Source: an optimization exercise on an open RTL-to-GDS flow (aim: small area, a short achievable clock period and few clock cycles per item). Production flows keep margins and buffers that such runs may drop. Where RTL was checked, it was by simulation tests only, not by an equivalence proof against the original.

// geofence
module geofence (clk,
                 reset,
                 X,
                 Y,
                 valid,
                 is_inside);
    input clk;
    input reset;
    input [9:0] X;
    input [9:0] Y;
    output valid;
    output is_inside;
    reg [3:0] cnt;
    reg [9:0] px, py;
    reg [10:0] ux, uy, upx, upy, sx, sy, ex, ey;    
    reg sel_s, sel_e;
    reg ins, vld;
    wire [10:0] scx = sel_s ? upx : sx;
    wire [10:0] scy = sel_s ? upy : sy;
    wire [10:0] ecx = sel_e ? upx : ex;
    wire [10:0] ecy = sel_e ? upy : ey;
    wire cs, ce;
    wire [5:0] ux_one, ux_two, ux_neg, uy_one, uy_two, uy_neg;
    BoothEnc BX (.m(ux[9:0]), .one(ux_one), .two(ux_two), .neg(ux_neg));
    BoothEnc BY (.m(uy[9:0]), .one(uy_one), .two(uy_two), .neg(uy_neg));
    CrossProduct C0 (.ax(scx), .ay(scy),
                     .bx_sign(ux[10]), .bx_one(ux_one), .bx_two(ux_two), .bx_neg(ux_neg),
                     .by_sign(uy[10]), .by_one(uy_one), .by_two(uy_two), .by_neg(uy_neg),
                     .pos(cs));
    CrossProduct C1 (.ax(ecx), .ay(ecy),
                     .bx_sign(ux[10]), .bx_one(ux_one), .bx_two(ux_two), .bx_neg(ux_neg),
  ...
Size: about 16,000 um2 of cells after synthesis.
make LEC_CHECK=0 CAP_MARGIN=20 CORE_MARGIN=2 CORE_UTILIZATION=40 SETUP_SLACK_MARGIN=3.0 SLEW_MARGIN=20 SYNTH_HIERARCHICAL=1 SYNTH_MINIMUM_KEEP_SIZE=0 finish   # period 7.5 ns
run.sh (not shown) runs the stock make flow with config.mk's settings and CLKGATE_MAP_FILE= SYNTH_SCRIPT=/design/flow/synth_recipe.tcl, a recipe that flattens the netlist after the stock synthesis.
The starting point finished clean.
Next try:
SETUP_SLACK_MARGIN = default   (was 3.0)
Result:
- worst setup slack degrades by 830 ps
- synthesized area does not change
- cell count went down by 4.8%
- sequential cell count stays the same
- via count shrinks by 6.5%
- die area does not change
- count of clock-buffer cells in the layout stays the same
Next try:
SETUP_SLACK_MARGIN = 1.0   (was default)
After rerunning:
- The new run completed without violations
- wire length hardly moves
- via count stays the same
- final area stays flat
- worst setup slack improves by 370 ps
- global-route usage does not change
- maximum frequency grows by 6.0%
Next try:
SETUP_SLACK_MARGIN = 2.0   (was 1.0)
After rerunning: The changed run completed with no timing, DRC or antenna violations. Cell area increases by 8.7%. Critical path depth decreases by 1. Die area does not change.
No functional check of the RTL was part of any run of this note.

geofence, a different RTL version from the one above (not shown whole).
For scale: ~1400 cells after synthesis, about 24 I/O pins, roughly 14000 sq um of cells after synthesis.
Settings: LEC_CHECK=0, CAP_MARGIN=20, CORE_MARGIN=2, CORE_UTILIZATION=40, CTS_BUF_LIST=sky130_fd_sc_hd__clkbuf_4 sky130_fd_sc_hd__clkbuf_8, SETUP_SLACK_MARGIN=1.0, SLEW_MARGIN=20, SYNTH_HIERARCHICAL=1, SYNTH_MINIMUM_KEEP_SIZE=0; clock period 7.5 ns.
The starting point finished clean.
Testbench counts at the start, summed over its fixed seeds: cycles 28,800, tests 3,200.
==> next run, changes <==
- SETUP_SLACK_MARGIN: 1.0 -> 2.5
Outcome: The changed run went through all stages and came out clean; final cell count came out higher by 9.3%; sequential share of layout area came out lower by 1.8 points; non-clock buffer count came out higher by 154; global-route usage came out higher by 3.6 points; core utilization came out higher by 6.0 points.
==> next run, changes <==
- SETUP_SLACK_MARGIN: 2.5 -> 2.0
Global-route usage decreases by 2.3 points; worst setup slack gets worse by 120 ps; cell area decreases by about 4%; flip-flop and latch count does not change; die area does not change; hold slack gets worse by 21 ps; area after synthesis stays the same.

## v10
Another version of the RTL of geofence (not shown whole).
Size in the first run: ~1,400 cells after synthesis, roughly 24 I/O pins, about 0.014 mm^2 of cells after synthesis.
==> flow/config.mk <==
export PLATFORM = sky130hd
export DESIGN_NAME = geofence
export DESIGN_NICKNAME = geofence
export VERILOG_FILES = /design/flow/design.v
export SDC_FILE = /design/flow/constraint.sdc
export NUM_CORES = 4
export LEC_CHECK = 0
export CAP_MARGIN = 20
export CORE_MARGIN = 2
export CORE_UTILIZATION = 40
export CTS_BUF_LIST = sky130_fd_sc_hd__clkbuf_4 sky130_fd_sc_hd__clkbuf_8
export SETUP_SLACK_MARGIN = 1.5
export SLEW_MARGIN = 20
export SYNTH_HIERARCHICAL = 1
export SYNTH_MINIMUM_KEEP_SIZE = 0
==> flow/constraint.sdc <==
create_clock -name core_clock -period 7.5 [get_ports {clk}]
set_input_delay 1.5000 -clock core_clock [delete_from_list [all_inputs] [get_ports {clk}]]
set_output_delay 1.5000 -clock core_clock [all_outputs]
set_load 0.01 [all_outputs]
standard.sh (not shown) runs the stock make flow with config.mk's settings and CLKGATE_MAP_FILE= SYNTH_SCRIPT=/design/flow/synth_recipe.tcl, a recipe that flattens the netlist after the stock synthesis.
==> flow/flow/run.sh <==
#!/bin/bash
# The standard layout (standard.sh), with one change: the input and output
# ports are buffered with sky130_fd_sc_hd__buf_1 instead of the default port
# buffer cell. standard.sh's full output goes to flow.log; ORFS keeps each
# step's own log under orfs/logs/.
set -o pipefail
export BUFFER_PORTS_ARGS="-buffer_cell sky130_fd_sc_hd__buf_1"
bash standard.sh > flow.log 2>&1
v10 did not stop at any stage, and its layout met the timing, DRC and antenna checks.
Testbench counts of v10, summed over its fixed seeds: cycles 28,800, tests 3,200.
Edits applied to the flow inputs when going from v10 to v41:
- changing CTS_BUF_LIST from sky130_fd_sc_hd__clkbuf_4 sky130_fd_sc_hd__clkbuf_8 to sky130_fd_sc_hd__clkbuf_2 sky130_fd_sc_hd__clkbuf_4 sky130_fd_sc_hd__clkbuf_8
==> flow/run.sh (new file) <==
#!/bin/bash
# synth_recipe.tcl (not shown) runs the flow's synth.tcl, then flattens the netlist and writes it again
# the make line also repeats each setting of config.mk as NAME=value (left out here)
make -C /OpenROAD-flow-scripts/flow DESIGN_CONFIG=/design/flow/config.mk WORK_HOME=/design/flow/orfs CLKGATE_MAP_FILE= SYNTH_SCRIPT=/design/flow/synth_recipe.tcl finish
removed: flow/flow/run.sh
removed: flow/standard.sh
## What came out
- v10 and v41 ended up with roughly the same core occupancy in the finished layout.
- Status: via count parity (v10, v41)
- Compared with v10, in v41 worst setup slack before clock tree synthesis increased by 0.012 ns relative to the old numbers, area of all placed cells without fillers held.
- The first-pass GRT wire length was comparable across v10 and v41.
- In the reports for v10 and v41, the larger clock buffer count belongs to v41.
- Comparing routed length on met1 for v10 and v41, the smaller number came from v10.
Setup changes, v41 to v13
- CAP_MARGIN now 0, was 20
- CTS_BUF_LIST now sky130_fd_sc_hd__clkbuf_4 sky130_fd_sc_hd__clkbuf_8, was sky130_fd_sc_hd__clkbuf_2 sky130_fd_sc_hd__clkbuf_4 sky130_fd_sc_hd__clkbuf_8
- SLEW_MARGIN now 0, was 20
==> comparison <==
- | worst-case hold slack | v41 vs v13 | ≈ equal |
- Reported for v13 and v41, total detailed-routing wirelength turned out identical to the last digit.
- Reported for v13 and v41, die area turned out identical to the last digit.
Input changes introduced in v5 (baseline for comparison: v13):
- PLACE_DENSITY: unset -> 0.7
- SLEW_MARGIN: 0 -> 20
- CAP_MARGIN: 0 -> 20
Notes after the runs:
Looking at worst slack at placement, v5 sits above v13.
Comparing v5 and v13, the lower time the final worst path needs with I/O delays and setup was measured on v13.
Compared v5 vs v13, and count of nets after finishing is up in v5.
Wire length | v5 below v13
~same sequential cell count in v5 and v13
On v5: cell area is 84 um^2 higher than what v13 gave.
v13 has a higher post-CTS resize count than v5.
v13 vs v5, highest metal layer with signal wires: met4 vs met5
[compare] base=v13 new=v5: final design utilization grew by 0.24 points, worst setup slack lower.
## Diff of input files: v21 against v5
- swapping 40 for 50 in CORE_UTILIZATION
- clearing PLACE_DENSITY, which used to be 0.7
Notes after the runs:
A timing startpoint of the critical path of sx[3] is what v21 shows, while uyn[7] belongs to v5. In v21, global-route wire length before repair is higher than in v5.

-- what the ideal ports hide --
How much do the figures lean on ideal ports? The routed layouts below were timed once more, with nothing changed but the port constraints. Step 1 assumes that a clkbuf_16 drives the clock port and a buf_2 every other input. Step 2 times the ports against the registers' clock, not the clock port: input delays grow and output delays shrink by t, the midpoint of the rising clock arrivals with the driver on. Slacks: ideal / step 1 / step 2; pairs: ideal / step 1.
run | t, ns | setup WS [ns] | worst setup path at the end | latest minus earliest clock arrival (ns)
the first run of note 1 | 0.465 | 1.779 / 1.779 / 1.779 | register to register | 0.013 / 0.014
the second run of note 1 | 0.457 | 0.953 / 0.953 / 0.953 | register to register | 0.015 / 0.014
the third run of note 1 | 0.460 | 1.326 / 1.326 / 1.326 | register to register | 0.018 / 0.018
the fourth run of note 1 | 0.462 | 1.722 / 1.722 / 1.722 | register to register | 0.017 / 0.017
the first run of note 2 | 0.399 | 1.328 / 1.328 / 1.328 | register to register | 0.015 / 0.015
the second run of note 2 | 0.419 | 2.035 / 2.035 / 2.035 | register to register | 0.017 / 0.017
the third run of note 2 | 0.397 | 1.915 / 1.915 / 1.915 | register to register | 0.016 / 0.016
v10 | 0.397 | 1.747 / 1.747 / 1.747 | register to register | 0.009 / 0.009
v41 | 0.395 | 1.779 / 1.779 / 1.779 | register to register | 0.016 / 0.016
v13 | 0.395 | 1.779 / 1.779 / 1.779 | register to register | 0.016 / 0.016
v5 | 0.399 | 1.729 / 1.729 / 1.729 | register to register | 0.016 / 0.017
v21 | 0.395 | 1.722 / 1.722 / 1.722 | register to register | 0.021 / 0.021
After both steps every run listed still meets setup and hold.
